From an optimization exercise on the open Yosys and OpenROAD flow, aimed at small area and a short achievable clock period; shortcuts taken in it are not production practice. Only simulation tests tie the RTL to the original design; equivalence was not proved. Power figures rest on the tool's default switching activity, not on a simulated workload. The flow treats the clock pin as an ideal source, which a real chip does not have.

Setup of v6:
## jmb_9x9_filter
module jmb_9x9_filter #(
  parameter integer pixel_width = 8,
  parameter integer image_width = 64
) (
  input  wire valid_in,
  input  wire ready_in,
  input  wire clock,
  input  wire reset_n,
  input  wire [pixel_width-1:0] data_in,
  output wire valid_out,
  output wire ready_out,
  output wire [pixel_width-1:0] data_out
);
  wire xfer = valid_in & ready_in;
  wire ld = xfer & reset_n;
  wire hd = ~xfer & reset_n;
  reg valid_out_r, ready_out_r;
  always @(posedge clock) begin
    valid_out_r <= reset_n & valid_in;
    ready_out_r <= reset_n & ready_in;
  end
  assign valid_out = valid_out_r;
  assign ready_out = ready_out_r;
  wire [pixel_width*72-1:0] taps;
  jmb_9x9_window #(.pixel_width(pixel_width)) window (
    .ld(ld), .hd(hd), .clock(clock), .data(~data_in), .taps(taps));
  wire [7:0] q0 = ~taps[0*8 +: 8];
  wire [7:0] q1 = ~taps[1*8 +: 8];
  wire [7:0] q2 = ~taps[2*8 +: 8];
  wire [7:0] q3 = ~taps[3*8 +: 8];
  wire [7:0] q4 = ~taps[4*8 +: 8];
  wire [7:0] q5 = ~taps[5*8 +: 8];
  wire [7:0] q62 = ~taps[6*8 +: 8];
  wire [7:0] q63 = ~taps[7*8 +: 8];
  wire [7:0] q64 = ~taps[8*8 +: 8];
  wire [7:0] q65 = ~taps[9*8 +: 8];
  wire [7:0] q66 = ~taps[10*8 +: 8];
  wire [7:0] q67 = ~taps[11*8 +: 8];
  wire [7:0] q68 = ~taps[12*8 +: 8];
  wire [7:0] q69 = ~taps[13*8 +: 8];
  wire [7:0] q70 = ~taps[14*8 +: 8];
  ...
For scale: about 11000 cells after synthesis, ~22 I/O pins, about 140000 um2 of cells after synthesis.
export LEC_CHECK = 0
export CAP_MARGIN = 20
export CORE_MARGIN = 2
export CORE_UTILIZATION = 65
export SLEW_MARGIN = 20
create_clock -name core_clock -period 12.5 [get_ports {clock}]
standard.sh (not shown) runs the stock make flow with config.mk's settings and CLKGATE_MAP_FILE= SYNTH_SCRIPT=/design/flow/synth_recipe.tcl, a recipe that flattens the netlist after the stock synthesis.
==> flow/flow/run.sh <==
#!/bin/bash
# The standard layout (standard.sh: the standard flow's synthesis and ORFS flow, unchanged
# SDC) with these make-variable overrides:
#  - timing repair aims at a setup slack of 8.8 ns instead of 0,
#  - the buffers ABC put in are removed at floorplan (REMOVE_ABC_BUFFERS)
#    instead of running the pre-placement timing repair,
#  - port buffers are buf_4 (the default pick is a slow delay cell),
#  - CTS without dummy balancing loads, sinks clustered 30 per leaf buffer
#    within 60 um.
# make's full output goes to make_finish.log, each step's to orfs/logs/.
set -euo pipefail
bash standard.sh \
  SETUP_SLACK_MARGIN=8.8 \
  REMOVE_ABC_BUFFERS=1 \
  "BUFFER_PORTS_ARGS=-buffer_cell sky130_fd_sc_hd__buf_4" \
  "CTS_ARGS=-sink_clustering_enable -repair_clock_nets -dont_use_dummy_load -sink_clustering_size 30 -sink_clustering_max_diameter 60" \
  finish > make_finish.log 2>&1
Edits applied to the flow inputs when going from v6 to v7:
- changing CORE_UTILIZATION from 65 to 75
-- flow/flow/run.sh --
<<< v6, line 9
#    within 60 um.
>>> v7, line 9
#    within 80 um.
<<< v6, line 16
  "CTS_ARGS=-sink_clustering_enable -repair_clock_nets -dont_use_dummy_load -sink_clustering_size 30 -sink_clustering_max_diameter 60" \
>>> v7, line 16
  "CTS_ARGS=-sink_clustering_enable -repair_clock_nets -dont_use_dummy_load -sink_clustering_size 30 -sink_clustering_max_diameter 80" \
Notes after the runs:
v7 finished every stage and its layout cleared the timing, design-rule and antenna checks. Compared to v6, the routing of v7 uses more wire. The lower layout cell share with drive strength beyond 1 came out of v7. Multi-input combinational cell count across v7 and v6: no real change. Lower synthesis-to-finish area growth goes to v7 over v6. Compared with v6, v7 shows total clock buffers created by CTS that has gone down by more than 10%. The post-route standard cell area excluding fillers of v7 was superior to that of v6. v7 vs v6 — power dropped 0.66 mW. Cmp v7 vs v6: global routing usage on met1 higher in v7.

--- another note on this design; it stands on its own ---

==> v6: inputs <==
==> flow/design.v (excerpt) <==
module jmb_9x9_filter #(
  parameter integer pixel_width = 8,
  parameter integer image_width = 64
) (
  input  wire valid_in,
  input  wire ready_in,
  input  wire clock,
  input  wire reset_n,
  input  wire [pixel_width-1:0] data_in,
  output wire valid_out,
  output wire ready_out,
  output wire [pixel_width-1:0] data_out
);
clock: 12.5 ns
lec_check: 0
cap_margin: 20
core_margin: 2
core_utilization: 55
slew_margin: 20
standard.sh (not shown) runs the stock make flow with config.mk's settings and CLKGATE_MAP_FILE= SYNTH_SCRIPT=/design/flow/synth_recipe.tcl, a recipe that flattens the netlist after the stock synthesis.
==> flow/flow/run.sh <==
#!/bin/bash
# The standard layout (standard.sh: the standard flow's synthesis and ORFS flow, unchanged
# SDC) with these make-variable overrides:
#  - timing repair aims at a setup slack of 8.8 ns instead of 0,
#  - the buffers ABC put in are removed at floorplan (REMOVE_ABC_BUFFERS)
#    instead of running the pre-placement timing repair,
#  - port buffers are buf_4 (the default pick is a slow delay cell),
#  - CTS without dummy balancing loads, sinks clustered 30 per leaf buffer
#    within 60 um.
# make's full output goes to make_finish.log, each step's to orfs/logs/.
set -euo pipefail
bash standard.sh \
  SETUP_SLACK_MARGIN=8.8 \
  REMOVE_ABC_BUFFERS=1 \
  "BUFFER_PORTS_ARGS=-buffer_cell sky130_fd_sc_hd__buf_4" \
  "CTS_ARGS=-sink_clustering_enable -repair_clock_nets -dont_use_dummy_load -sink_clustering_size 30 -sink_clustering_max_diameter 60" \
  finish > make_finish.log 2>&1
==> v21 (differences from v6) <==
==> flow/flow/run.sh (replaced) <==
#!/bin/bash
# The standard layout, with timing repair aimed at a setup slack of 8.5 ns
# (a 4 ns period) instead of 0; the SDC and everything else stay as they are.
set -euo pipefail
bash standard.sh SETUP_SLACK_MARGIN=8.5 finish > make_finish.log 2>&1
--- a/flow/config.mk
+++ b/flow/config.mk
@@ -8,4 +8,4 @@
 export CAP_MARGIN = 20
 export CORE_MARGIN = 2
-export CORE_UTILIZATION = 55
+export CORE_UTILIZATION = 40
 export SLEW_MARGIN = 20
==> notes.md <==
metric                                                                         v21              v6
Status                                                              finished clean  finished clean
Global routing usage on met1                                                 21.9%           29.8%
Clock tree skew after final layout                                       0.0710 ns       0.0697 ns
Cell leakage power                                                         62.0 nW         58.4 nW
Vias in the first global route                                               85500           82059
Worst hold path cell count                                                       1               2
Highest net fanout along the worst path                                        108               3
Post-route met1 wirelength                                          139000 microns  140000 microns
Initial DRC Count                                                             6118            6417
Die Span X                                                             602 microns     514 microns
Non-Clock Buffer Count                                                         164             222
Portion of total power attributed to the clock network                       47.2%           34.4%
Tap cell instance count                                                       4751            3402
Buffering stage count on the worst path with inverters included                  4               2
Cell Rows                                                                      219             187
Largest net degree at the start of global routing                              177             235
Number of buffers added for setup after CTS                                     16              43
Number of inserted filler cells in the final layout                          31536           20342
Total internal power                                                      0.0214 W        0.0172 W
Ratio of cells with drive above 1 in the final layout                        8.17%           8.08%
Critical path type                                               input pin to flop    flop to flop
Wire per inst                                                         18.1 microns    21.0 microns
Final routed wirelength across all metal layers                     286000 microns  294000 microns
Synth-to-layout area growth                                                  14.2%           8.20%
Post-DP Area                                                           0.146 sq mm     0.145 sq mm
Met3 track demand over resource in global routing                            2.15%           2.13%

what the ideal ports hide:
In the flow no input, the clock included, has a driving cell. The finished layouts below were timed again as built, in two steps.
Step 1, drivers: a clkbuf_16 drives clock and a buf_2 each remaining input, both assumed.
Step 2, shift: input delay + t, output delay - t, t = (earliest + latest rising clock arrival at the registers) / 2. This alone moves slack from input paths to output paths.
a / b / c = ideal ports / drivers / drivers and shift; a / b = the first two.
run | t (ns) | setup slack, ns | worst setup path after step 2 | clock arrival spread, ns | worst register clock-pin slew, ns
v6 of note 1 | 0.928 | 8.613 / 8.526 / 7.877 | input to register | 0.083 / 0.083 | 0.11 / 0.11
v7 of note 1 | 0.906 | 8.593 / 8.503 / 7.799 | input to register | 0.079 / 0.079 | 0.11 / 0.11
v6 of note 2 | 0.976 | 8.489 / 8.466 / 7.909 | input to register | 0.088 / 0.088 | 0.11 / 0.11
v21 of note 2 | 1.035 | 8.505 / 8.453 / 7.546 | input to register | 0.096 / 0.095 | 0.07 / 0.07
After both steps setup and hold are still met in every run listed. The setup slack of v21 of note 2, which loses most, moves by -0.052 ns with the drivers and by -0.959 ns with both steps.
